This design comes from an exercise in tuning for small area, a short achievable clock period and few clock cycles per item on the open sky130 flow, not from production work. Only simulation tests tie the RTL to the original design; equivalence was not proved.

==> flow/design.v, too long to show whole: its modules and the start of the top module <==
// module fir_1: 2333 lines
// module fir_fa: 4 lines
// module fir_ha: 4 lines
module fir_1(
    input clk,
    input reset_p,
    input [15:0]x,
    input act,
    output reg [15:0]y,
    output ready
    );
  // ...
==> flow/flow/run.sh <==
#!/bin/bash
set -euo pipefail
bash standard.sh SETUP_SLACK_MARGIN=5.6 finish > standard.log 2>&1
==> flow/standard.sh <==
#!/bin/bash
# synth_recipe.tcl (not shown) runs the flow's synth.tcl, then flattens the netlist and writes it again
# the make line also repeats each setting of config.mk as NAME=value (left out here)
make -C /OpenROAD-flow-scripts/flow DESIGN_CONFIG=/design/flow/config.mk WORK_HOME=/design/flow/orfs CLKGATE_MAP_FILE= SYNTH_SCRIPT=/design/flow/synth_recipe.tcl "${@:-finish}"
==> flow/config.mk <==
export PLATFORM = sky130hd
export DESIGN_NAME = fir_1
export DESIGN_NICKNAME = fir_1
export VERILOG_FILES = /design/flow/design.v
export SDC_FILE = /design/flow/constraint.sdc
export NUM_CORES = 4
export LEC_CHECK = 0
export ABC_AREA = 1
export CAP_MARGIN = 20
export CORE_MARGIN = 2
export CORE_UTILIZATION = 40
export CTS_BUF_LIST = sky130_fd_sc_hd__clkbuf_16
export CTS_CLUSTER_DIAMETER = 150
export CTS_CLUSTER_SIZE = 20
export SLEW_MARGIN = 20
export SYNTH_HIERARCHICAL = 1
export SYNTH_MINIMUM_KEEP_SIZE = 0
==> flow/constraint.sdc <==
create_clock -name core_clock -period 10.0 [get_ports {clk}]
set_input_delay 2.0000 -clock core_clock [delete_from_list [all_inputs] [get_ports {clk}]]
set_output_delay 2.0000 -clock core_clock [all_outputs]
set_load 0.01 [all_outputs]
==> notes.md, run 1 <==
- The layout cell share with drive strength beyond 1 is 8.28%.
- The library cell used most frequently in the layout, excluding fill and tap cells, is nand2_1.
- The clock sink total is 312.
- The flip-flop and latch count after synthesis is 312.
- The area fraction in and, or, nand and nor cells after synthesis is 14.1%.
- The endpoint of the most critical setup path is rc[14].
- The post-synthesis share of cell area spent on full adders, half adders and majority gates is 44.1%.
- The startpoint of the most critical setup path is h3[2].
- The flow ran to the end and the layout has no timing, DRC or antenna violations.
- The depth of the most critical reg-to-reg path is 9.
- The maximum single-stage delay on the critical path is 0.81 ns.
- The number of global-route vias before repair is 18.7k.
- The layer flagged by global routing as most heavily used is met2.
- In the final design database the tool counted 3265 nets.
- The clock skew is 0.0266 ns.
- The post-place setup slack is 4.40 ns.
- Counting every instance in the synthesized netlist gives 2597.
- Once the floorplan was initialized, standard cells occupied 40.3% of the core.
- The worst hold path was traced through 2 stages.
- After floorplanning, the core was divided into 94 placement rows.
- The area after detailed placement is 27700 µm².
- The type of origin of the critical path is a register.
- In this design, the critical path's most frequently occurring cell is fa_1.
- After synthesis, the largest family of logic cells by area is adder cells.
- For met3 alone, demand over resource in global routing was 5.04%.
- The setup path with the least slack is of type reg -> reg.
- At the end of routability-driven placement, the weighted congestion stood at 0.893.
- The critical path buffer and inverter count is 1.
- The proportion of synthesized chip area in sequential cells is 29.8%.
- Sorting the synthesized cells by how often they occur yields nand2_1, fa_1, inv_1.
- The endpoint of the worst hold-timing path is qs[17].
- The fraction of synthesized area in multiplexers is 0%.
- The clock passes through at most 3 buffers.
- The transition time of the tightest slew-check pin is 1.00 ns.
Testbench counts, summed over its fixed seeds: cycles 3,200, items 3,200.
==> run 2, diff against run 1 <==
==> flow/flow/run.sh (replaced) <==
#!/bin/bash
set -euo pipefail
bash standard.sh SETUP_SLACK_MARGIN=6.3 finish > standard.log 2>&1
==> notes.md, run 2 <==
- The setup path with the least slack is of type reg -> reg.
- In the routed layout, each cell is associated on average with a via count of 4.97.
- After legalization and detailed placement, the total HPWL measured 54900 µm.
- The placeable core region is 65500 µm².
- Yosys mapped the design onto 36 distinct sky130hd cell types.
- The critical path buffer and inverter count came to 2 (+1).
- The proportion of synthesized chip area in sequential cells is 29.8% (unchanged).
- The clock sink total is 312 (unchanged).
- Yosys instantiated no cell more often than nand2_1.
- The run finished with no timing, DRC or antenna violations.
- The peak fanout along the critical path is 4.
- The hold violation count in the final report is 0.
- Of the post-synthesis cell area, the dominant cell type holds 40.0%.
- The via count of the routed design is 17.9k.
- Setup repair after global routing could not meet its margin everywhere.
- The flip-flop and latch count after synthesis is 312 (unchanged).
- After synthesis, the share of flip-flops with an asynchronous set or reset is 100%.
- The critical path runs through a total of 17 cells.
- By count the netlist is led by nand2_1, fa_1, inv_1.
- The final max-slew violation count is 0.
- The maximum number of buffers from clock root to sink is 3 (unchanged).
- Tracing the worst setup path back leads to its startpoint at qc[14].
- The transition time of the tightest slew-check pin is 1.26 ns (+0.264 ns).
- TritonCTS built the clock tree.
- The total of buffers placed on input and output ports is 34.
- The maximum number of pins on one net before global-route repair is 226.
- The height of the die is 261 µm.
- The tightest slew margin relative to the limit is 15.8%.
- The share of the clock period used by the worst path after layout is 41.4%.
- The signal on the critical path passes through fa_1 > fa_2 > fa_1 > fa_2 > fa_1 > inv_2 > ha_4 > nand2_4 > nor2_4 > inv_2 > nor2_4 > and2_4 > nand2_2 > nand2_2 > nand2_1 > nand3_1 > nand2_1.
- The synthesized net count is 3230.
- The number of global-route vias before repair came to 19.5k (+4.1%).
- The synthesis-to-layout area growth is 16.4%.
- For this block, the initial DRC count from the detailed router was 1290.
- The critical path's most frequent cell is fa_1.
- The starting density of the core is 40.3% (unchanged).
- The number of hold buffers added after CTS was 0.
- Summing every instance area after synthesis gives 26400 µm².
- The cell with the largest stage delay on the worst path is dfstp_2.
- The arrival time at the worst endpoint is 4.57 ns.
- For the worst setup path, the data required time is 10.43 ns.
- The depth of the most critical reg-to-reg path is 17 (+8).
- Counting the buffers created by CTS gives 19.
- For this run, the total global-route usage over all layers was measured as 22.8%.
- The boundary pin count is 36.
- The source of the worst register-to-register timing path is qc[14].
- The die covers 68100 µm².
- The count of final setup violators is 0.
- After detailed routing, the total wire length is 74200 µm.
- The net count reported at finish is 3357 (+2.8%).
- The CTS root buffer is clkbuf_16.
- In this run the worst hold path is classified as reg -> reg.
- In the layout the commonest cells are nand2_1, fa_1, inv_1.
- The worst setup path is launched from a register.
- The largest registers in the layout are rc x30, rs x30, qs x23.
- The synthesized instance count came to 2597 (unchanged).
- The count of synthesis-stage warnings from yosys is 7.
- The worst path needs 4.14 ns of the cycle, external delays included.
- For this run, the detailed router's first-pass iteration total came to 5.
- The most common cell after layout, fill and taps aside is nand2_1.
- Clock latency on the worst-skew pair, taken at its later pin, is 0.57 ns.
- The sum of negative setup slack is 0 ns.
- The most used flip-flop cell after synthesis is dfrtp_1.
- For this run, design rule violations remaining after detail routing come to 0.
- Dividing the detail-routed wire length by the instance count gives 20.6 µm.
- The setup check on the worst reg-to-reg path leaves a slack of 5.86 ns.
- In this run the mean area of a mapped cell was 10.2 µm².
- The clock skew is 0.0333 ns (+0.00673 ns).
- The number of flops mapped to enable cells by yosys is 0.
- The CTS clock-pin slew for the worst setup and hold paths is 0.10 ns.
- The die is 261 µm wide.
- The cell family contributing the most delay on the critical path is adder cells.
- Based on the critical path, the design can be clocked at up to 0.242 GHz.
- The layout cell share with drive strength beyond 1 is 23.5% (+15 points).
- Summed over all layers, the global routing overflow is 0.
- The first global-routing pass estimated 116000 µm of wire.
- The weighted congestion reported at the end of routability-driven placement is 0.939 (+5.2%).
- The endpoint of the most critical setup path is y[15].
- The worst register-to-register path ends at y[15].
- The number of antenna violations at the first check in global routing came to 1.
- The largest total area in the synthesized netlist belongs to fa_1.
- By area the synthesized netlist is led by fa_1, dfrtp_1, nand2_1.
- The kind of capture point of the worst setup path is a register.
- The residual antenna-violating net count after detailed routing is 0.
- The maximum single-stage delay on the critical path was 0.55 ns (-0.26 ns).
- The number of standard-cell rows in the floorplan came to 94 (unchanged).
- Across the run, the number of max-cap violations was 0.
- The H-tree depth is 1.
[run 2: routing by layer]
metal / global-route usage [%] / part of all wire [%] / up-vias
met4: 6.37 / 3.2 / 0
met2: 37.7 / 48 / 453
li1: - / - / 8056
met5: 0 / 0 / -
met1: 31.2 / 43 / 9257
met3: 3.70 / 5.5 / 122
[run 2: worst min path at each step]
stage | startpoint | end | slack, ns | depth (start not counted)
after floorplan | rc[29] | rc[29] | 0.44 | 2
after global placement | rs[27] | rs[27] | 0.46 | 2
after detailed placement | rs[27] | rs[27] | 0.46 | 2
after CTS | rs[27] | rs[27] | 0.48 | 2
after global routing | rc[4] | rc[4] | 0.49 | 2
final | rs[27] | rs[27] | 0.48 | 2
[run 2: Yosys stat by module, one instance, submodules excluded]
module | times used | area, µm²
fir_1 | 1 | 15300
fir_fa | 526 | 20.0
fir_ha | 43 | 12.5
[run 2: cell families (layout without fill, tap and decap cells)]
kind of cell	count (synthesis)	in the layout	share of synthesized area, %
adders and majority gates	614	614	44.1
other	1	2	0.0142
and+or+nand+nor	936	936	14.1
buffers and inverters	481	621	7.06
AOI/OAI and AO/OA	246	246	4.75
xor gates and xnor gates	7	7	0.232
DFF	312	312	29.8
[run 2: final cells by class]
class	instances	area (µm²)
inverters	410	1590
well taps	864	1080
clock buffers	19	475
fillers	5943	34800
diodes	1	2.50
repair buffers	177	1770
multi-input cells	1804	17800
clock inverters	15	66.3
flip-flops and latches	312	7980
[run 2: worst min-delay path, cell delays in order, from the launching register on]
cell	delay, ns
dfstp_2	0.38
nand2_1	0.06
nand2_1	0.04
[run 2: what timing repair did]
action / CTS / global route
pin swaps: 174 / 82
resized for setup: 438 / 77
setup buffers: 106 / 21
endpoints found under the setup margin: 118 / 231
[run 2: through the flow]
step           instances  worst slack, ns  utilization, %  hold WS (ns)  instance area [µm²]
2_1_floorplan       2597             3.88               -         0.445                26800
3_3_place_gp        3440             4.34            42.8         0.458                28000
3_5_place_dp        3440             4.31            42.8         0.463                28000
4_1_cts             3580             5.85            46.3         0.478                30300
5_1_grt             3602             5.72            46.9         0.494                30700
6_report            3602             5.86            46.9         0.476                30700
==> run 3, diff against run 2 <==
==> flow/flow/run.sh (replaced) <==
#!/bin/bash
set -euo pipefail
bash standard.sh SETUP_SLACK_MARGIN=6.0 finish > standard.log 2>&1
--- a/flow/config.mk
+++ b/flow/config.mk
@@ -6,5 +6,4 @@
 export NUM_CORES = 4
 export LEC_CHECK = 0
-export ABC_AREA = 1
 export CAP_MARGIN = 20
 export CORE_MARGIN = 2
==> notes.md, run 3 <==
- The number of vias per cell is 5.10 (+2.8%).
- The dominant combinational cell family by area after synthesis is adder cells.
- The die outline area was 65800 µm² (-3.3%).
- In the layout the commonest cells are fa_1, inv_1, mux2_2.
- The average routed wire per standard cell is 22.2 µm (+7.9%).
- The layout filler cell count is 5748 (-3.3%).
- Setup repair after global routing could not meet its margin everywhere.
- The number of flops mapped to enable cells by yosys came to 0 (unchanged).
- The proportion of synthesized chip area in sequential cells is 30.8% (+1.0 points).
- The boundary pin count is 36 (unchanged).
- The area after detailed placement is 27000 µm² (-3.8%).
- The insertion delay to the later sink of the worst-skew pair is 0.54 ns (-0.03 ns).
- The global-route wire length before repair came to 97100 µm (-17%).
- The setup path with the least slack is of type reg -> reg.
- The arrival time at the worst endpoint was 5.24 ns (+0.67 ns).
- The compound-gate portion of the synthesized area was 4.62% (-0.13 points).
- In the post-synthesis netlist, the cell with the most instances is fa_1.
- The placeable core region is 63100 µm² (-3.7%).
- The residual antenna-violating net count after detailed routing is 0 (unchanged).
- The final max-slew violation count is 0 (unchanged).
- The starting density of the core is 40.4% (+0.14 points).
- The width of the chip is 257 µm (-1.7%).
- The H-tree depth was 1 (unchanged).
- The number of global-route vias before repair is 16.1k (-17%).
- By count the netlist is led by fa_1, dfrtp_1, inv_1.
- The count of final setup violators is 0 (unchanged).
- The DRC marker count from the first detailed-route iteration is 930 (-28%).
- The post-detailed-placement half-perimeter wirelength is 46900 µm (-15%).
- The clock skew is 0.0119 ns (-0.0214 ns).
- The clock period minus worst slack is 4.81 ns (+0.671 ns).
- The slowest stage of the critical path belongs to the cell dfstp_2.
- The synthesis-to-layout area growth is 13.0%.
- The synthesized net count is 2476 (-23%).
- The peak fanout along the critical path is 3 (-1).
- The CTS clock-pin slew for the worst setup and hold paths was 0.09 ns (about the same).
- The post-route worst hold slack is 0.484 ns (+0.00854 ns).
- The flip-flop and latch count after synthesis is 312 (unchanged).
- Clock tree synthesis selected as its root buffer the cell clkbuf_16.
- The clock sink total came to 312 (unchanged).
- The clock tree from TritonCTS is yes.
- The maximum single-stage delay on the critical path is 0.57 ns (+0.02 ns).
- The area fraction in and, or, nand and nor cells after synthesis is 2.67% (-11 points).
- The number of max-cap violations is 0 (unchanged).
- The total length of routed wires is 62200 µm (-16%).
- The fraction of post-synthesis cell area in the top cell type by area is 41.4% (+1.4 points).
- The combined global-route utilization of all metal layers is 19.6% (-3.2 points).
- The most common cell after layout, fill and taps aside is fa_1.
- The transition time of the tightest slew-check pin was 0.880 ns (-0.383 ns).
- The unique cell type count in the Yosys netlist is 57 (+58%).
- The maximum clock frequency came to 0.208 GHz (-14%).
- Sorting the synthesized cells by area gives the leading types as fa_1, dfrtp_1, mux2_2.
- STA classifies the critical path startpoint as a register.
- The net count reported at finish is 2573 (-23%).
- The hold violation count in the final report is 0 (unchanged).
- Walking the worst path, the cells encountered are fa_1 > fa_2 > fa_2 > fa_2 > fa_1 > inv_1 > ha_1 > and4_4 > o211ai_1 > o211ai_4 > buf_12 > a41o_1 > a211o_1 > xor2_1 > mux2_4.
- The DRC violation count after routing was 0 (unchanged).
- The worst hold path class is reg -> reg.
- The largest registers in the layout are rc x30, rs x30, qs x23.
- In this design, the critical path's most frequently occurring cell is fa_2.
- The biggest area contributor in the post-synthesis netlist is fa_1.
- The weighted congestion reported at the end of routability-driven placement is 0.868 (-7.5%).
- The number of optimization iterations in the first detailed-route pass came to 5 (unchanged).
- The run finished with no timing, DRC or antenna violations.
- The fraction of synthesis flops using an asynchronous set or reset pin came to 100% (unchanged).
- The critical path buffer and inverter count came to 2 (unchanged).
- The maximum number of pins on one net before global-route repair was 170 (-25%).
- The synthesized area divided by synthesized cell count is 13.8 µm² (+36%).
- The height of the die is 257 µm (-1.7%).
- The count of synthesis-stage warnings from yosys is 7 (unchanged).
- The number of antenna violations at the first check in global routing is 0 (-1).
- The maximum number of buffers from clock root to sink was 3 (unchanged).
- The post-synthesis share of cell area spent on full adders, half adders and majority gates is 45.6% (+1.5 points).
- The netlist area before placement is 25500 µm² (-3.4%).
- The number of buffers created by CTS is 19 (unchanged).
- The synthesized-area fraction occupied by xor and xnor cells is 0.721% (+0.49 points).
- The tightest slew margin relative to the limit was 41.3% (+26 points).
- The overflow left after global routing is 0 (unchanged).
- The total of buffers placed on input and output ports came to 34 (unchanged).
- The endpoint required time on the critical path came to 10.43 ns (about the same).
- For this run, the leading register cell type out of synthesis is dfrtp_1.
- The layout cell share with drive strength beyond 1 was 32.4% (+8.8 points).
- The sum of negative setup slack came to 0 ns (unchanged).
- The via count of the routed design is 14.3k (-20%).
- The number of standard-cell rows in the floorplan is 92 (-2.1%).
- The kind of cell adding the most delay to the critical path is adder cells.
- The antenna diode count is 0 (-1).
- The fraction of synthesized area in multiplexers is 11.1% (+11 points).
- The share of the clock period used by the worst path after layout was 48.1% (+6.7 points).
- The synthesized instance count is 1843 (-29%).
- The cell area after layout is 28800 µm² (-6.2%).
- STA classifies the critical path endpoint as a register.
-- run 3: cell families after synthesis --
kind of cell	after synthesis
compound gates	189
xor+xnor	21
fa+ha+maj	614
buf+inv	303
flops	312
mux	252
other cells	1
simple gates	151
-- run 3: final timing paths --
| kind | start | to | slack [ns] | depth (start not counted) |
|---|---|---|---|---|
| max | qs[6] | y[12] | 5.19 | 15 |
| min in group asynchronous | reset_p | rs[8] | 1.88 | 2 |
| max in group asynchronous | reset_p | h3[8] | 6.57 | 4 |
| max reg2reg | qs[6] | y[12] | 5.19 | 15 |
| min reg2reg | h6[2] | h7[2] | 0.48 | 2 |
| min | h6[2] | h7[2] | 0.48 | 2 |
-- run 3: final cells by class --
class                      count  area [µm²]  share of cell area (%)
clock inverter                14        57.6                   0.200
clock buffer                  19         475                    1.65
sequential                   312        7960                    27.6
timing repair buffer         125        1260                    4.36
multi-input combinational   1228       17100                    59.2
inverter                     254         957                    3.32
tap                          846        1060                    3.67
-- run 3: repair_timing --
action / in CTS / in global routing
setup endpoints to repair: 104 / 133
pin swaps: 69 / 52
hold buffers: 0 / 0
buffers inserted: 59 / 19
gates resized for setup: 284 / 74
-- run 3: Yosys stat by module (local to each module, per instance) --
module,area (µm²),flip-flops and latches
fir_1,14400,312
fir_fa,20.0,0
fir_ha,12.5,0
-- run 3: per-stage QoR --
step	std cells	utilization (%)	worst slack, ns
2_1_floorplan	1843	-	3.88
4_1_cts	2778	45.1	5.24
5_1_grt	2798	45.7	5.07
3_5_place_dp	2686	42.7	3.77
6_report	2798	45.7	5.19
3_3_place_gp	2686	42.7	3.80
-- run 3: routing by layer --
layer	global-route usage (%)	up-vias	routed length (µm)
met2	33.1	251	31700
met5	0	-	0
met3	2.43	67	2390
met4	4.91	0	1560
met1	27.0	7872	26500
li1	-	6088	-
-- run 3: tightest hold or removal path, stage by stage, from the launching register on --
cell	delay [ns]
dfrtp_1	0.35
nand2_1	0.05
o21ai_0	0.06
==> run 4, diff against run 3 <==
--- a/flow/config.mk
+++ b/flow/config.mk
@@ -6,7 +6,8 @@
 export NUM_CORES = 4
 export LEC_CHECK = 0
+export ABC_AREA = 1
 export CAP_MARGIN = 20
 export CORE_MARGIN = 2
-export CORE_UTILIZATION = 40
+export CORE_UTILIZATION = 55
 export CTS_BUF_LIST = sky130_fd_sc_hd__clkbuf_16
 export CTS_CLUSTER_DIAMETER = 150
==> notes.md, run 4 <==
- The flip-flop and latch count after synthesis is 312 (unchanged).
- By area the synthesized netlist is led by fa_1, dfrtp_1, nand2_1.
- The DRC marker count from the first detailed-route iteration is 1444 (+55%).
- The peak fanout along the critical path is 5 (+2).
- The transition time of the tightest slew-check pin is 1.10 ns (+0.222 ns).
- Counting instances in the post-synthesis netlist gives the leading cell types as nand2_1, fa_1, inv_1.
- The share of the core filled with cells in the final layout is 62.5% (+17 points).
- By instance count, the leading cell after synthesis is nand2_1.
- The fraction of post-synthesis cell area in the top cell type by area was 40.0% (-1.4 points).
- The flow ran to the end and the layout has no timing, DRC or antenna violations.
- The boundary pin count was 36 (unchanged).
- The post-detailed-placement half-perimeter wirelength was 57600 µm (+23%).
- The global-route wire length before repair is 119000 µm (+23%).
- The number of buffers created by CTS is 19 (unchanged).
- The dominant combinational cell family by area after synthesis is adder cells.
- The count of synthesis-stage warnings from yosys is 7 (unchanged).
- The weighted congestion reported at the end of routability-driven placement came to 0.913 (+5.1%).
- The placeable core region is 47500 µm² (-25%).
- The fraction of synthesized area in multiplexers came to 0% (-11 points).
- For this run, the leading register cell type out of synthesis is dfrtp_1.
- The insertion delay to the later sink of the worst-skew pair came to 0.57 ns (+0.03 ns).
- The average routed wire per standard cell is 23.2 µm (+4.5%).
- The width of the chip came to 223 µm (-13%).
- The antenna diode count is 0 (unchanged).
- The DRC violation count after routing is 0 (unchanged).
- The synthesized net count came to 3230 (+30%).
- The worst hold path class is reg -> reg.
- The post-synthesis share of cell area spent on full adders, half adders and majority gates is 44.1% (-1.5 points).
- The kind of capture point of the worst setup path is a register.
- The total length of routed wires is 76800 µm (+24%).
- The layout cell share with drive strength beyond 1 is 18.1% (-14 points).
- The H-tree depth is 1 (unchanged).
- The worst setup path is launched from a register.
- The number of flops mapped to enable cells by yosys was 0 (unchanged).
- The CTS clock-pin slew for the worst setup and hold paths came to 0.09 ns (about the same).
- The layout filler cell count came to 3969 (-31%).
- The post-place setup slack is 4.40 ns (+0.635 ns).
- The via count of the routed design is 18.1k (+27%).
- The net count reported at finish is 3313 (+29%).
- The number of max-cap violations was 0 (unchanged).
- The clock skew was 0.0274 ns (+0.0154 ns).
- Clock tree synthesis selected as its root buffer the cell clkbuf_16.
- The synthesized-area fraction occupied by xor and xnor cells is 0.232% (-0.49 points).
- The clock sink total is 312 (unchanged).
- The maximum clock frequency is 0.235 GHz (+13%).
- The tightest slew margin relative to the limit is 26.5% (-15 points).
- The compound-gate portion of the synthesized area is 4.75% (+0.13 points).
- The total of buffers placed on input and output ports is 34 (unchanged).
- fa_1 takes more of the synthesized area than any other cell.
- The netlist area before placement is 26400 µm² (+3.5%).
- The area fraction in and, or, nand and nor cells after synthesis is 14.1% (+11 points).
- The number of standard-cell rows in the floorplan is 80 (-13%).
- The library cell used most frequently in the layout, excluding fill and tap cells, is nand2_1.
- The top cell types in the final layout, fill and taps aside, are nand2_1, fa_1, inv_1.
- The sequential cell area in the final layout came to 7940 µm² (-0.14%).
- The synthesized area divided by synthesized cell count came to 10.2 µm² (-27%).
- The synthesized instance count came to 2597 (+41%).
- The post-route worst hold slack is 0.471 ns (-0.0133 ns).
- The area after detailed placement is 27600 µm² (+2.5%).
- The overflow left after global routing was 0 (unchanged).
- The fraction of synthesis flops using an asynchronous set or reset pin came to 100% (unchanged).
- The hold violation count in the final report is 0 (unchanged).
- The die outline area came to 49800 µm² (-24%).
- Setup repair after global routing could not meet its margin everywhere.
- The arrival time at the worst endpoint is 4.70 ns (-0.54 ns).
- The maximum number of buffers from clock root to sink is 3 (unchanged).
- The starting density of the core is 55.5% (+15 points).
- The number of optimization iterations in the first detailed-route pass came to 5 (unchanged).
- The combined global-route utilization of all metal layers is 32.7% (+13 points).
- The sum of negative setup slack is 0 ns (unchanged).
- The residual antenna-violating net count after detailed routing is 0 (unchanged).
- The minimum setup slack in the final design is 5.75 ns (+0.558 ns).
- The maximum number of pins on one net before global-route repair came to 152 (-11%).
- The number of vias per cell was 5.47 (+7.1%).
- The share of the clock period used by the worst path after layout was 42.5% (-5.6 points).
- The proportion of synthesized chip area in sequential cells came to 29.8% (-1.0 points).
- The unique cell type count in the Yosys netlist is 36 (-37%).
- The count of final setup violators was 0 (unchanged).
- The final max-slew violation count is 0 (unchanged).
- The footprint of the multi-input gates is 17500 µm² (+2.8%).
- The type of the setup path with the least slack is reg -> reg.
- The cell area after layout is 29700 µm² (+3.1%).
- The endpoint required time on the critical path was 10.45 ns (+0.02 ns).
- The number of global-route vias before repair came to 19.7k (+22%).
- The largest registers in the layout are rc x30, rs x30, qs x23.
- The number of antenna violations at the first check in global routing is 0 (unchanged).
- The clock period minus worst slack came to 4.25 ns (-0.558 ns).
- TritonCTS built the clock tree.
- Relative to the synthesized area, the layout overhead comes to 12.6%.
- The height of the die came to 223 µm (-13%).
-- run 4: cell families after synthesis --
family,Yosys count
flip-flops,312
other,1
AND/OR/NAND/NOR,936
XOR/XNOR,7
buffers and inverters,481
adder cells (fa/ha/maj),614
AO/OA/AOI/OAI,246
-- run 4: layout make-up --
cell class | count | share of cell area, %
Clock buffer | 19 | 1.60
Clock inverter | 15 | 0.223
Inverter | 410 | 5.29
Multi-Input combinational cell | 1804 | 59.0
Sequential cell | 312 | 26.7
Tap cell | 615 | 2.59
Timing Repair Buffer | 133 | 4.52
-- run 4: modules after synthesis (local to each module, per instance) --
| module | area (µm²) | times used | cells |
|---|---|---|---|
| fir_ha | 12.5 | 43 | 1 |
| fir_1 | 15300 | 1 | 2028 |
| fir_fa | 20.0 | 526 | 1 |
-- run 4: path summary, 6_finish.rpt --
| path | start | to | slack (ns) | cells past startpoint |
|---|---|---|---|---|
| setup / recovery | h3[0] | p4[16] | 5.75 | 13 |
| hold / removal | rs[27] | rs[27] | 0.47 | 2 |
| setup reg to reg | h3[0] | p4[16] | 5.75 | 13 |
| hold reg to reg | rs[27] | rs[27] | 0.47 | 2 |
| max in group asynchronous | reset_p | h3[13] | 6.62 | 3 |
| min in group asynchronous | reset_p | h6[9] | 1.92 | 2 |
-- run 4: per-stage QoR --
stage / std cells
CTS: 3292
finish: 3308
floorplan: 2597
global route: 3308
detailed placement: 3195
global placement: 3195
-- run 4: repair_timing --
item / 4_1_cts / 5_1_grt
gates resized for setup: 288 / 137
buffers inserted: 63 / 16
pin swaps: 109 / 95
hold endpoints to repair: 0 / 0
hold buffers: 0 / 0
setup endpoints to repair: 95 / 121
cloned: 0 / 0
-- run 4: routing by layer --
metal,share of wire [%],GRT usage (%),vias up
li1,-,-,7965
met1,43,46.4,9393
met2,47,52.3,592
met3,6.4,5.14,131
met4,3.6,11.2,0
met5,0,0,-
-- run 4: worst max-delay path, cell delays in order (launching register included) --
cell	delay [ns]
dfrtp_1	0.41
buf_12	0.14
ha_4	0.15
fa_2	0.34
fa_2	0.36
fa_2	0.36
fa_2	0.37
fa_2	0.44
fa_2	0.36
fa_2	0.36
fa_2	0.43
buf_12	0.16
o21ai_0	0.17
o21ai_1	0.09
==> run 5, diff against run 4 <==
--- a/flow/config.mk
+++ b/flow/config.mk
@@ -9,8 +9,9 @@
 export CAP_MARGIN = 20
 export CORE_MARGIN = 2
-export CORE_UTILIZATION = 55
+export CORE_UTILIZATION = 40
 export CTS_BUF_LIST = sky130_fd_sc_hd__clkbuf_16
 export CTS_CLUSTER_DIAMETER = 150
 export CTS_CLUSTER_SIZE = 20
+export GPL_ROUTABILITY_DRIVEN = 0
 export SLEW_MARGIN = 20
 export SYNTH_HIERARCHICAL = 1
==> notes.md, run 5 <==
- The flow ran to the end and the layout has no timing, DRC or antenna violations.
- The count of synthesis-stage warnings from yosys was 7 (unchanged).
- The clock sink total is 312 (unchanged).
- The startpoint of the most critical setup path is x[6].
- The layout cell share with drive strength beyond 1 is 19.1% (+0.94 points).
- The unique cell type count in the Yosys netlist was 36 (unchanged).
- The total length of routed wires came to 71300 µm (-7.1%).
- The placeable core region is 65500 µm² (+38%).
- The antenna diode count was 0 (unchanged).
- The tightest slew margin relative to the limit is 36.8% (+10 points).
- The clock period minus worst slack came to 4.16 ns (-0.0959 ns).
- The post-place setup slack was 4.34 ns (-0.0631 ns).
- The worst hold path begins at qs[12].
- The cell count after placement is 3439 (+7.6%).
- The height of the die was 261 µm (+17%).
- The minimum setup slack in the final design is 5.84 ns (+0.0959 ns).
- STA classifies the critical path endpoint as a register.
- The reg2reg setup slack is 5.88 ns (+0.13 ns).
- For hold timing, the worst endpoint is qs[12].
- The width of the chip came to 261 µm (+17%).
- The synthesis-to-layout area growth is 14.5%.
- STA classifies the critical path startpoint as an input port.
- The combined global-route utilization of all metal layers is 22.0% (-11 points).
- The worst setup path is of the in -> reg kind.
- The synthesized net count is 3230 (unchanged).
- The boundary pin count is 36 (unchanged).
- The total of buffers placed on input and output ports is 34 (unchanged).
- The number of global-route vias before repair is 19.5k (-1.0%).
- The maximum number of buffers from clock root to sink was 3 (unchanged).
- The library cells used most frequently in the layout, excluding fill and tap cells, are nand2_1, fa_1, inv_1.
- The number of vias per cell is 5.00 (-8.6%).
- The most common cell in the synthesized netlist is nand2_1.
- The proportion of synthesized chip area in sequential cells is 29.8% (unchanged).
- The share of the clock period used by the worst path after layout was 41.6% (-0.96 points).
- The peak fanout along the critical path is 3 (-2).
- The insertion delay to the later sink of the worst-skew pair is 0.54 ns (-0.03 ns).
- The DRC violation count after routing is 0 (unchanged).
- The post-route worst hold slack was 0.475 ns (+0.00447 ns).
- The synthesized instance count is 2597 (unchanged).
- The hold violation count in the final report came to 0 (unchanged).
- The layer flagged by global routing as most heavily used is met2.
- The share of the core filled with cells in the final layout came to 46.1% (-16 points).
- The overflow left after global routing is 0 (unchanged).
- The final max-slew violation count came to 0 (unchanged).
- The DRC marker count from the first detailed-route iteration is 1443 (-0.069%).
- The average routed wire per standard cell is 20.0 µm (-14%).
- The count of final setup violators is 0 (unchanged).
- For this run, the leading register cell type out of synthesis is dfrtp_1.
- The number of flops mapped to enable cells by yosys is 0 (unchanged).
- The CTS clock-pin slew for the worst setup and hold paths is 0.10 ns (about the same).
- The fraction of post-synthesis cell area in the top cell type by area was 40.0% (unchanged).
- The number of buffers created by CTS is 19 (unchanged).
- The clock skew was 0.0333 ns (+0.00596 ns).
- The number of standard-cell rows in the floorplan is 94 (+18%).
- The transition time of the tightest slew-check pin is 0.948 ns (-0.154 ns).
- The tightest min-delay check is of the reg -> reg type.
- The die outline area came to 68100 µm² (+37%).
- The met1 capacity usage during global routing is 30.4% (-16 points).
- The fraction of synthesis flops using an asynchronous set or reset pin came to 100% (unchanged).
- The post-detailed-placement half-perimeter wirelength is 53300 µm (-7.5%).
- The tree is rooted in a clkbuf_16.
- The number of antenna violations at the first check in global routing is 1 (+1).
- The largest registers in the layout are rc x30, rs x30, qs x23.
- The number of optimization iterations in the first detailed-route pass was 7 (+2).
- The clock tree from TritonCTS is yes.
- After synthesis, the cell types taking the most area are fa_1, dfrtp_1, nand2_1.
- Of all cell types, the one taking the most synthesized area is fa_1.
- The flip-flop and latch count after synthesis was 312 (unchanged).
- The commonest cells after synthesis are nand2_1, fa_1, inv_1.
- The sum of negative setup slack is 0 ns (unchanged).
- The met3 track demand over resource in global routing is 3.56% (-1.6 points).
- The count of placed standard cells in the final layout, fillers left out is 3571 (+8.0%).
- Setup repair after global routing could not meet its margin everywhere.
- The number of max-cap violations is 0 (unchanged).
- Leaving out fill and tap cells, the most frequent cell in the layout is nand2_1.
- The residual antenna-violating net count after detailed routing is 0 (unchanged).
- The maximum clock frequency is 0.241 GHz (+2.3%).
- In this run the critical register-to-register path is launched from qc[14].
- In this run the critical register-to-register path is captured at y[13].
- The netlist area before placement is 26400 µm² (unchanged).
- The global-route wire length before repair is 114000 µm (-4.4%).
- The met2 routing resource usage after global routing is 35.9% (-16 points).
- The number of buffers added to fix hold violations after cts was 0 (unchanged).
- The maximum number of pins on one net before global-route repair came to 143 (-5.9%).
- The starting density of the core is 40.3% (-15 points).
- The endpoint required time on the critical path is 10.44 ns (about the same).
- The H-tree depth was 1 (unchanged).
- The layout filler cell count is 6001 (+51%).
- The count of cells along the worst hold path is 2 (unchanged).
- The depth of the most critical reg-to-reg path is 17 (+4).
- The synthesized area divided by synthesized cell count came to 10.2 µm² (unchanged).
- The via count of the routed design is 17.8k (-1.3%).
- The arrival time at the worst endpoint was 4.60 ns (-0.10 ns).
- The net count reported at finish is 3329 (+0.48%).
[run 5: cell count changes in the layout (fill, tap and decap cells not counted), sizes merged]
cell,before,now
buf,109,128
clkbuf,22,19
inv,423,421
dlygate4sd2,2,0
clkdlybuf4s15,1,3
[run 5: per-module statistics from Yosys (local to each module, per instance)]
module / cells / times used / area, µm²
fir_ha: 1 / 43 / 12.5
fir_1: 2028 / 1 / 15300
fir_fa: 1 / 526 / 20.0
[run 5: metal layers]
layer / routed length [µm] / vias to the layer above
met3: 4420 / 143
li1: - / 8004
met2: 33100 / 532
met1: 31000 / 9170
met4: 2730 / 0
met5: 0 / -
[run 5: how the worst max path moves through the flow]
stage / end / slack (ns)
global route: y[13] / 5.72
CTS: p4[9] / 5.80
finish: y[13] / 5.84
detailed placement: y[15] / 4.34
floorplan: h0[0] / 3.88
global placement: y[15] / 4.38
[run 5: cell families (layout without fill, tap and decap cells)]
kind of cell	after synthesis	count (layout)	synth area share [%]
buffers and inverters	481	591	7.06
other	1	1	0.0142
and+or+nand+nor	936	936	14.1
adders and majority gates	614	614	44.1
AOI/OAI and AO/OA	246	246	4.75
xor gates and xnor gates	7	7	0.232
DFF	312	312	29.8
[run 5: area by class of cell]
class                      instances  area, µm²  share of cell area [%]
clock buffer                      19        475                    1.57
clock inverter                    13       53.8                   0.178
inverter                         410       1580                    5.24
multi-input combinational       1804      17600                    58.4
sequential                       312       7950                    26.3
tap                              864       1080                    3.58
timing repair buffer             149       1440                    4.76
[run 5: per-stage QoR]
| stage | area, µm² |
|---|---|
| after global placement | 27900 |
| after CTS | 29500 |
| after floorplan | 26700 |
| after detailed placement | 27900 |
| final | 30200 |
| after global routing | 30200 |
[run 5: timing repair]
action / in CTS / in global routing
setup buffers: 58 / 42
pin swaps: 105 / 91
gates resized for setup: 314 / 117
setup endpoints to repair: 92 / 62
[run 5: worst max-delay path, stage by stage]
cell and delay [ns]:
buf_2 0.11, buf_12 0.14, fa_1 0.48, fa_1 0.53, inv_2 0.05, ha_4 0.29
nand2_2 0.08, nor2_2 0.15, inv_1 0.10, nor2_2 0.16, nand2_1 0.10, nand3_1 0.08
nand2_1 0.07, nand2_1 0.07, nand2_1 0.05, nand3_1 0.08, nand2_1 0.06
==> run 6, diff against run 5 <==
--- a/flow/config.mk
+++ b/flow/config.mk
@@ -13,5 +13,4 @@
 export CTS_CLUSTER_DIAMETER = 150
 export CTS_CLUSTER_SIZE = 20
-export GPL_ROUTABILITY_DRIVEN = 0
 export SLEW_MARGIN = 20
 export SYNTH_HIERARCHICAL = 1
==> notes.md, run 6 <==
- Tracing the worst setup path back leads to its startpoint at qc[14].
- The critical path is of the reg -> reg type.
- The peak fanout along the critical path was 3 (unchanged).
- The most common cell after layout, fill and taps aside is nand2_1.
- The clock period minus worst slack is 4.10 ns (-0.0602 ns).
- The synthesized net count is 3230 (unchanged).
- The share of the clock period used by the worst path after layout came to 41.0% (-0.60 points).
- The total of buffers placed on input and output ports was 34 (unchanged).
- The fraction of post-synthesis cell area in the top cell type by area is 40.0% (unchanged).
- The area fraction in and, or, nand and nor cells after synthesis was 14.1% (unchanged).
- The final max-slew violation count was 0 (unchanged).
- The depth of the critical timing path with buffers and inverters included is 17 (unchanged).
- The maximum clock frequency came to 0.244 GHz (+1.5%).
- The maximum single-stage delay on the critical path came to 0.56 ns (+0.03 ns).
- The reg2reg setup slack is 5.90 ns (+0.02 ns).
- The combined global-route utilization of all metal layers came to 22.5% (+0.49 points).
- The synthesized area divided by synthesized cell count is 10.2 µm² (unchanged).
- The cell taking the most area after synthesis is fa_1.
- The synthesis-to-layout area growth is 14.3%.
- The worst register-to-register path begins at qc[14].
- The number of vias per cell was 4.96 (-0.81%).
- After synthesis, the cell types taking the most area are fa_1, dfrtp_1, nand2_1.
- The clock skew is 0.0175 ns (-0.0158 ns).
- The average routed wire per standard cell is 20.5 µm (+2.6%).
- The depth of the most critical reg-to-reg path came to 17 (unchanged).
- The type of origin of the critical path is a register.
- The tightest min-delay check is of the reg -> reg type.
- The number of buffers created by CTS was 19 (unchanged).
- The layout cell share with drive strength beyond 1 was 18.5% (-0.54 points).
- The sum of negative setup slack is 0 ns (unchanged).
- The height of the die was 261 µm (unchanged).
- The signal on the critical path passes through fa_1 > fa_2 > fa_1 > fa_2 > fa_1 > inv_2 > ha_4 > nand2_4 > nor2_4 > inv_4 > nor2_4 > and2_1 > nand2_1 > nand2_1 > nand2_1 > nand3_1 > nand2_1.
- The maximum number of buffers from clock root to sink came to 3 (unchanged).
- By count the netlist is led by nand2_1, fa_1, inv_1.
- The number of flops mapped to enable cells by yosys was 0 (unchanged).
- The netlist area before placement was 26400 µm² (unchanged).
- The placeable core region is 65500 µm² (unchanged).
- The number of standard-cell rows in the floorplan is 94 (unchanged).
- The fraction of synthesis flops using an asynchronous set or reset pin is 100% (unchanged).
- The number of max-cap violations was 0 (unchanged).
- The die outline area is 68100 µm² (unchanged).
- The DRC violation count after routing is 0 (unchanged).
- The H-tree depth is 1 (unchanged).
- The hold violation count in the final report was 0 (unchanged).
- The total length of routed wires is 73200 µm (+2.7%).
- The count of final setup violators is 0 (unchanged).
- The number of antenna violations at the first check in global routing was 0 (-1).
- The insertion delay to the later sink of the worst-skew pair is 0.55 ns (about the same).
- The clock sink total is 312 (unchanged).
- The residual antenna-violating net count after detailed routing was 0 (unchanged).
- The most instantiated flip-flop cell in the synthesis netlist is dfrtp_1.
- The number of optimization iterations in the first detailed-route pass is 6 (-1).
- In this run the worst setup path terminates at y[13].
- The count of synthesis-stage warnings from yosys was 7 (unchanged).
- The via count of the routed design is 17.7k (-0.73%).
- The worst setup path is captured at a register.
- The maximum number of pins on one net before global-route repair is 118 (-17%).
- The arrival time at the worst endpoint is 4.54 ns (-0.06 ns).
- The top cell types in the final layout, fill and taps aside, are nand2_1, fa_1, inv_1.
- The count of placed standard cells in the final layout, fillers left out was 3574 (+0.084%).
- The endpoint required time on the critical path is 10.45 ns (about the same).
- The overflow left after global routing is 0 (unchanged).
- The cell with the largest stage delay on the worst path is dfstp_2.
- The global-route wire length before repair is 114000 µm (about the same).
- The synthesized instance count was 2597 (unchanged).
- In this run the clock root is driven by a clkbuf_16.
- The number of global-route vias before repair is 19.2k (-1.3%).
- The reg-to-reg critical path endpoint is y[13].
- The width of the chip came to 261 µm (unchanged).
- The most common cell in the synthesized netlist is nand2_1.
- The net count reported at finish is 3330 (+0.030%).
- Setup repair after global routing could not meet its margin everywhere.
- The run finished with no timing, DRC or antenna violations.
- The clock tree from TritonCTS is yes.
- The synthesized-area fraction occupied by xor and xnor cells came to 0.232% (unchanged).
- The dominant combinational cell family by area after synthesis is adder cells.
- The weighted congestion reported at the end of routability-driven placement is 0.906.
- The CTS clock-pin slew for the worst setup and hold paths is 0.10 ns (about the same).
- The transition time of the tightest slew-check pin came to 1.01 ns (+0.0636 ns).
- The critical path buffer and inverter count is 2 (-2).
- The cell that appears most often on the critical path is nand2_1.
- The post-synthesis share of cell area spent on full adders, half adders and majority gates is 44.1% (unchanged).
- The cell count after placement is 3447 (+0.23%).
- The proportion of synthesized chip area in sequential cells is 29.8% (unchanged).
- The fraction of synthesized area in multiplexers came to 0% (unchanged).
- The post-detailed-placement half-perimeter wirelength is 55200 µm (+3.7%).
- The DRC marker count from the first detailed-route iteration is 1304 (-9.6%).
- The flip-flop and latch count after synthesis was 312 (unchanged).
- The largest registers in the layout are rc x30, rs x30, qs x23.
- The kind of cell adding the most delay to the critical path is adder cells.
- The antenna diode count is 0 (unchanged).
- The tightest slew margin relative to the limit is 32.6% (-4.2 points).
- The unique cell type count in the Yosys netlist is 36 (unchanged).
- The boundary pin count came to 36 (unchanged).
- The compound-gate portion of the synthesized area is 4.75% (unchanged).
- The starting density of the core came to 40.3% (unchanged).
## run 6: layer usage
layer / vias up / global-route usage (%) / wire [µm]
met3: 115 / 5.04 / 5180
met4: 0 / 7.25 / 2650
met1: 9115 / 30.2 / 31300
li1: 8010 / - / -
met2: 479 / 36.4 / 34000
met5: - / 0 / 0
## run 6: per-stage QoR
stage,worst slack (ns),util [%],hold slack [ns],instance area [µm²]
5_1_grt,5.76,46.1,0.486,30200
6_report,5.90,46.1,0.475,30200
4_1_cts,5.86,45.3,0.478,29700
3_5_place_dp,4.31,42.7,0.465,28000
2_1_floorplan,3.88,-,0.445,26700
3_3_place_gp,4.38,42.7,0.457,28000
## run 6: worst min path at each step
stage / start / to / cells after the start
2_1_floorplan: rc[29] / rc[29] / 2
3_3_place_gp: rs[27] / rs[27] / 2
3_5_place_dp: qs[5] / qs[5] / 2
4_1_cts: qs[17] / qs[17] / 2
5_1_grt: rc[29] / rc[29] / 2
6_report: rc[29] / rc[29] / 2
## run 6: cell families after synthesis
group                    Yosys count
buffers and inverters            481
adder cells (fa/ha/maj)          614
XOR/XNOR                           7
AND/OR/NAND/NOR                  936
AO/OA/AOI/OAI                    246
flip-flops                       312
other                              1
## run 6: worst register-to-register path, delay by kind of cell, from the launching register on
family,cells,cell delay [ns]
DFF,1,0.56
adders and majority gates,6,2.55
buffers and inverters,2,0.11
and+or+nand+nor,9,0.78
## run 6: area by class of cell
cell class / count / area (µm²)
timing repair buffer: 150 / 1410
inverter: 410 / 1590
tap: 864 / 1080
multi-input combinational: 1804 / 17600
fill: 6059 / 35300
clock inverter: 13 / 53.8
sequential: 312 / 7950
clock buffer: 21 / 526
## run 6: modules after synthesis, one instance, submodules excluded
module  flip-flops and latches  cell area, µm²  cells inside
fir_1                      312           15300          2028
fir_fa                       0            20.0             1
fir_ha                       0            12.5             1
## run 6: repair_timing
action,in CTS,in global routing
pin swaps,103,89
buffers inserted,64,29
endpoints found under the setup margin,90,96
resized for setup,317,108
hold buffers,0,0
==> run 7, diff against run 6 <==
--- a/flow/config.mk
+++ b/flow/config.mk
@@ -11,6 +11,6 @@
 export CORE_UTILIZATION = 40
 export CTS_BUF_LIST = sky130_fd_sc_hd__clkbuf_16
-export CTS_CLUSTER_DIAMETER = 150
-export CTS_CLUSTER_SIZE = 20
+export CTS_CLUSTER_DIAMETER = 120
+export CTS_CLUSTER_SIZE = 26
 export SLEW_MARGIN = 20
 export SYNTH_HIERARCHICAL = 1
==> notes.md, run 7 <==
- The transition time of the tightest slew-check pin came to 1.01 ns (-0.00510 ns).
- The number of max-cap violations is 0 (unchanged).
- The average routed wire per standard cell is 20.3 µm (-0.91%).
- Setup repair after global routing could not meet its margin everywhere.
- The number of vias per cell is 4.93 (-0.56%).
- The height of the die is 261 µm (unchanged).
- The proportion of synthesized chip area in sequential cells is 29.8% (unchanged).
- The type of origin of the critical path is a register.
- The arrival time at the worst endpoint is 4.59 ns (+0.05 ns).
- The number of buffers created by CTS was 17 (-2).
- The DRC marker count from the first detailed-route iteration is 1314 (+0.77%).
- The layout cell share with drive strength beyond 1 is 18.1% (-0.38 points).
- Among all flip-flop cells after synthesis, the most frequent one is dfrtp_1.
- The largest registers in the layout are rc x30, rs x30, qs x23.
- The width of the chip came to 261 µm (unchanged).
- The count of cells along the worst hold path is 2 (unchanged).
- The peak fanout along the critical path is 4 (+1).
- The netlist area before placement is 26400 µm² (unchanged).
- The clock tree from TritonCTS is yes.
- The residual antenna-violating net count after detailed routing is 0 (unchanged).
- The hold violation count in the final report is 0 (unchanged).
- The number of standard-cell rows in the floorplan came to 94 (unchanged).
- The fraction of synthesis flops using an asynchronous set or reset pin was 100% (unchanged).
- The clock sink total is 312 (unchanged).
- The number of antenna violations at the first check in global routing was 1 (+1).
- The global-route wire length before repair came to 113000 µm (-0.62%).
- The synthesized instance count is 2597 (unchanged).
- STA classifies the critical path endpoint as a register.
- The met3 routed wirelength is 4630 µm (-11%).
- The endpoint required time on the critical path came to 10.50 ns (+0.05 ns).
- The via count of the routed design is 17.7k (-0.37%).
- The die outline area came to 68100 µm² (unchanged).
- The layout filler cell count is 6065 (+0.099%).
- The count of synthesis-stage warnings from yosys was 7 (unchanged).
- The sum of negative setup slack is 0 ns (unchanged).
- The synthesized area divided by synthesized cell count is 10.2 µm² (unchanged).
- In the layout the commonest cells are nand2_1, fa_1, inv_1.
- Of all cell types, the one taking the most synthesized area is fa_1.
- By area the synthesized netlist is led by fa_1, dfrtp_1, nand2_1.
- The count of final setup violators is 0 (unchanged).
- The weighted congestion reported at the end of routability-driven placement is 0.906 (unchanged).
- The clock period minus worst slack is 4.09 ns (-0.00162 ns).
- The boundary pin count is 36 (unchanged).
- The number of global-route vias before repair is 19.1k (-0.36%).
- The synthesized net count came to 3230 (unchanged).
- The CTS clock-pin slew for the worst setup and hold paths is 0.11 ns (about the same).
- The post-route worst hold slack is 0.475 ns (-0.000255 ns).
- The unique cell type count in the Yosys netlist is 36 (unchanged).
- The clock skew is 0.0270 ns (+0.00950 ns).
- The share of the clock period used by the worst path after layout was 40.9% (about the same).
- The post-detailed-placement half-perimeter wirelength is 55200 µm (unchanged).
- The antenna diode count came to 0 (unchanged).
- The overflow left after global routing was 0 (unchanged).
- The synthesis-to-layout area growth is 14.2% (about the same).
- The area after detailed placement is 28000 µm² (unchanged).
- The starting density of the core is 40.3% (unchanged).
- The CTS root buffer is clkbuf_16.
- The flip-flop and latch count after synthesis came to 312 (unchanged).
- The depth of the most critical reg-to-reg path is 11 (-6).
- The most common cell in the synthesized netlist is nand2_1.
- The tightest slew margin relative to the limit is 32.9% (+0.34 points).
- The net count reported at finish is 3339 (+0.27%).
- The number of flops mapped to enable cells by yosys is 0 (unchanged).
- The share of the core filled with cells in the final layout is 46.0% (about the same).
- The number of optimization iterations in the first detailed-route pass is 5 (-1).
- The highest layer touched by signal routing is met4.
- The routed metal-1 wirelength is 31600 µm (+0.80%).
- The run finished with no timing, DRC or antenna violations.
- The H-tree depth is 1 (unchanged).
- The maximum number of buffers from clock root to sink is 3 (unchanged).
- The total of buffers placed on input and output ports is 34 (unchanged).
- The type of the setup path with the least slack is reg -> reg.
- The maximum clock frequency was 0.244 GHz (about the same).
- The tightest min-delay check is of the reg -> reg type.
- The fraction of post-synthesis cell area in the top cell type by area is 40.0% (unchanged).
- By count the netlist is led by nand2_1, fa_1, inv_1.
- The maximum number of pins on one net before global-route repair is 118 (unchanged).
- The insertion delay to the later sink of the worst-skew pair was 0.56 ns (about the same).
- The DRC violation count after routing is 0 (unchanged).
- The total length of routed wires is 72700 µm (-0.72%).
- The placeable core region is 65500 µm² (unchanged).
- The library cell used most frequently in the layout, excluding fill and tap cells, is nand2_1.
- The final max-slew violation count was 0 (unchanged).
- The combined global-route utilization of all metal layers is 22.3% (-0.19 points).
- The cell area after layout was 30200 µm² (about the same).
- The met2 wirelength from detailed routing is 33800 µm (-0.77%).
- The number of buffers added to fix hold violations after cts is 0 (unchanged).
run 7: cell counts after synthesis:
Identical to the previous run, type by type.
run 7: final cells by class:
| cell class | count | area [µm²] | share of cell area (%) |
|---|---|---|---|
| multi-input combinational | 1804 | 17500 | 58.0 |
| tap | 864 | 1080 | 3.58 |
| timing repair buffer | 161 | 1540 | 5.11 |
| clock inverter | 13 | 97.6 | 0.324 |
| clock buffer | 17 | 425 | 1.41 |
| sequential | 312 | 7960 | 26.4 |
| inverter | 410 | 1580 | 5.24 |
run 7: worst paths after layout:
kind / start / endpoint / slack, ns
min: rc[29] / rc[29] / 0.47
min reg2reg: rc[29] / rc[29] / 0.47
max: p2[10] / rc[16] / 5.91
max in group asynchronous: reset_p / h3[15] / 6.50
max reg2reg: p2[10] / rc[16] / 5.91
min in group asynchronous: reset_p / h0[5] / 2.00
run 7: layer usage:
metal	up-vias	global-route usage, %
met3	112	4.80
met2	416	36.1
li1	8017	-
met5	-	0
met1	9109	30.2
met4	0	6.97
run 7: Yosys stat by module (local to each module, per instance):
module / cells inside / copies in the design / flip-flops and latches / area (µm²)
fir_ha: 1 / 43 / 0 / 12.5
fir_1: 2028 / 1 / 312 / 15300
fir_fa: 1 / 526 / 0 / 20.0
run 7: timing repair:
action | 4_1_cts | 5_1_grt
resized for setup | 275 | 131
setup buffers | 64 | 40
pin swaps | 82 | 96
endpoints found under the setup margin | 91 | 72
run 7: critical path, cell delays in order, from the launching register on:
cell and delay, ns:
dfrtp_2 0.47, fa_1 0.57, fa_2 0.45, fa_2 0.53, inv_1 0.05, fa_1 0.45
fa_2 0.35, inv_2 0.06, fa_1 0.43, fa_2 0.53, nand2_1 0.05, nand2_1 0.09
run 7: logic make-up (layout without fill, tap and decap cells):
family	count (synthesis)	after routing	synth area share, %
buffers and inverters	481	601	7.06
xor gates and xnor gates	7	7	0.232
AOI/OAI and AO/OA	246	246	4.75
and+or+nand+nor	936	936	14.1
DFF	312	312	29.8
other	1	1	0.0142
adders and majority gates	614	614	44.1
run 7: stage by stage:
step           setup slack [ns]  cells
6_report                   5.91   3581
2_1_floorplan              3.88   2597
5_1_grt                    5.75   3581
4_1_cts                    5.85   3541
3_5_place_dp               4.31   3447
3_3_place_gp               4.38   3447

==> static timing again, ports no longer ideal <==
Ports are ideal in the flow. The routed layouts listed here were re-timed in OpenROAD. Step 1, drivers: a clkbuf_16 drives clk and a buf_2 each remaining input, both assumed. Step 2, shift: input delay + t, output delay - t, t = (earliest + latest rising clock arrival at the registers) / 2. This alone moves slack from input paths to output paths. Slacks: ideal / step 1 / step 2; pairs: ideal / step 1.
| run | shift t [ns] | slack for setup (ns) | slew at the worst register clock pin (ns) |
|---|---|---|---|
| run 1 | 0.615 | 5.707 / 5.707 / 5.200 | 0.11 / 0.11 |
| run 2 | 0.613 | 5.862 / 5.862 / 5.319 | 0.10 / 0.10 |
| run 3 | 0.598 | 5.190 / 5.190 / 4.666 | 0.09 / 0.09 |
| run 4 | 0.617 | 5.748 / 5.748 / 5.204 | 0.10 / 0.10 |
| run 5 | 0.587 | 5.844 / 5.865 / 5.278 | 0.10 / 0.10 |
| run 6 | 0.597 | 5.904 / 5.904 / 5.379 | 0.10 / 0.10 |
| run 7 | 0.602 | 5.906 / 5.900 / 5.298 | 0.11 / 0.11 |
After both steps setup and hold are still met in every run listed. For run 7, which loses most, drivers alone change the setup slack by -0.006 ns; drivers and shift together by -0.608 ns.
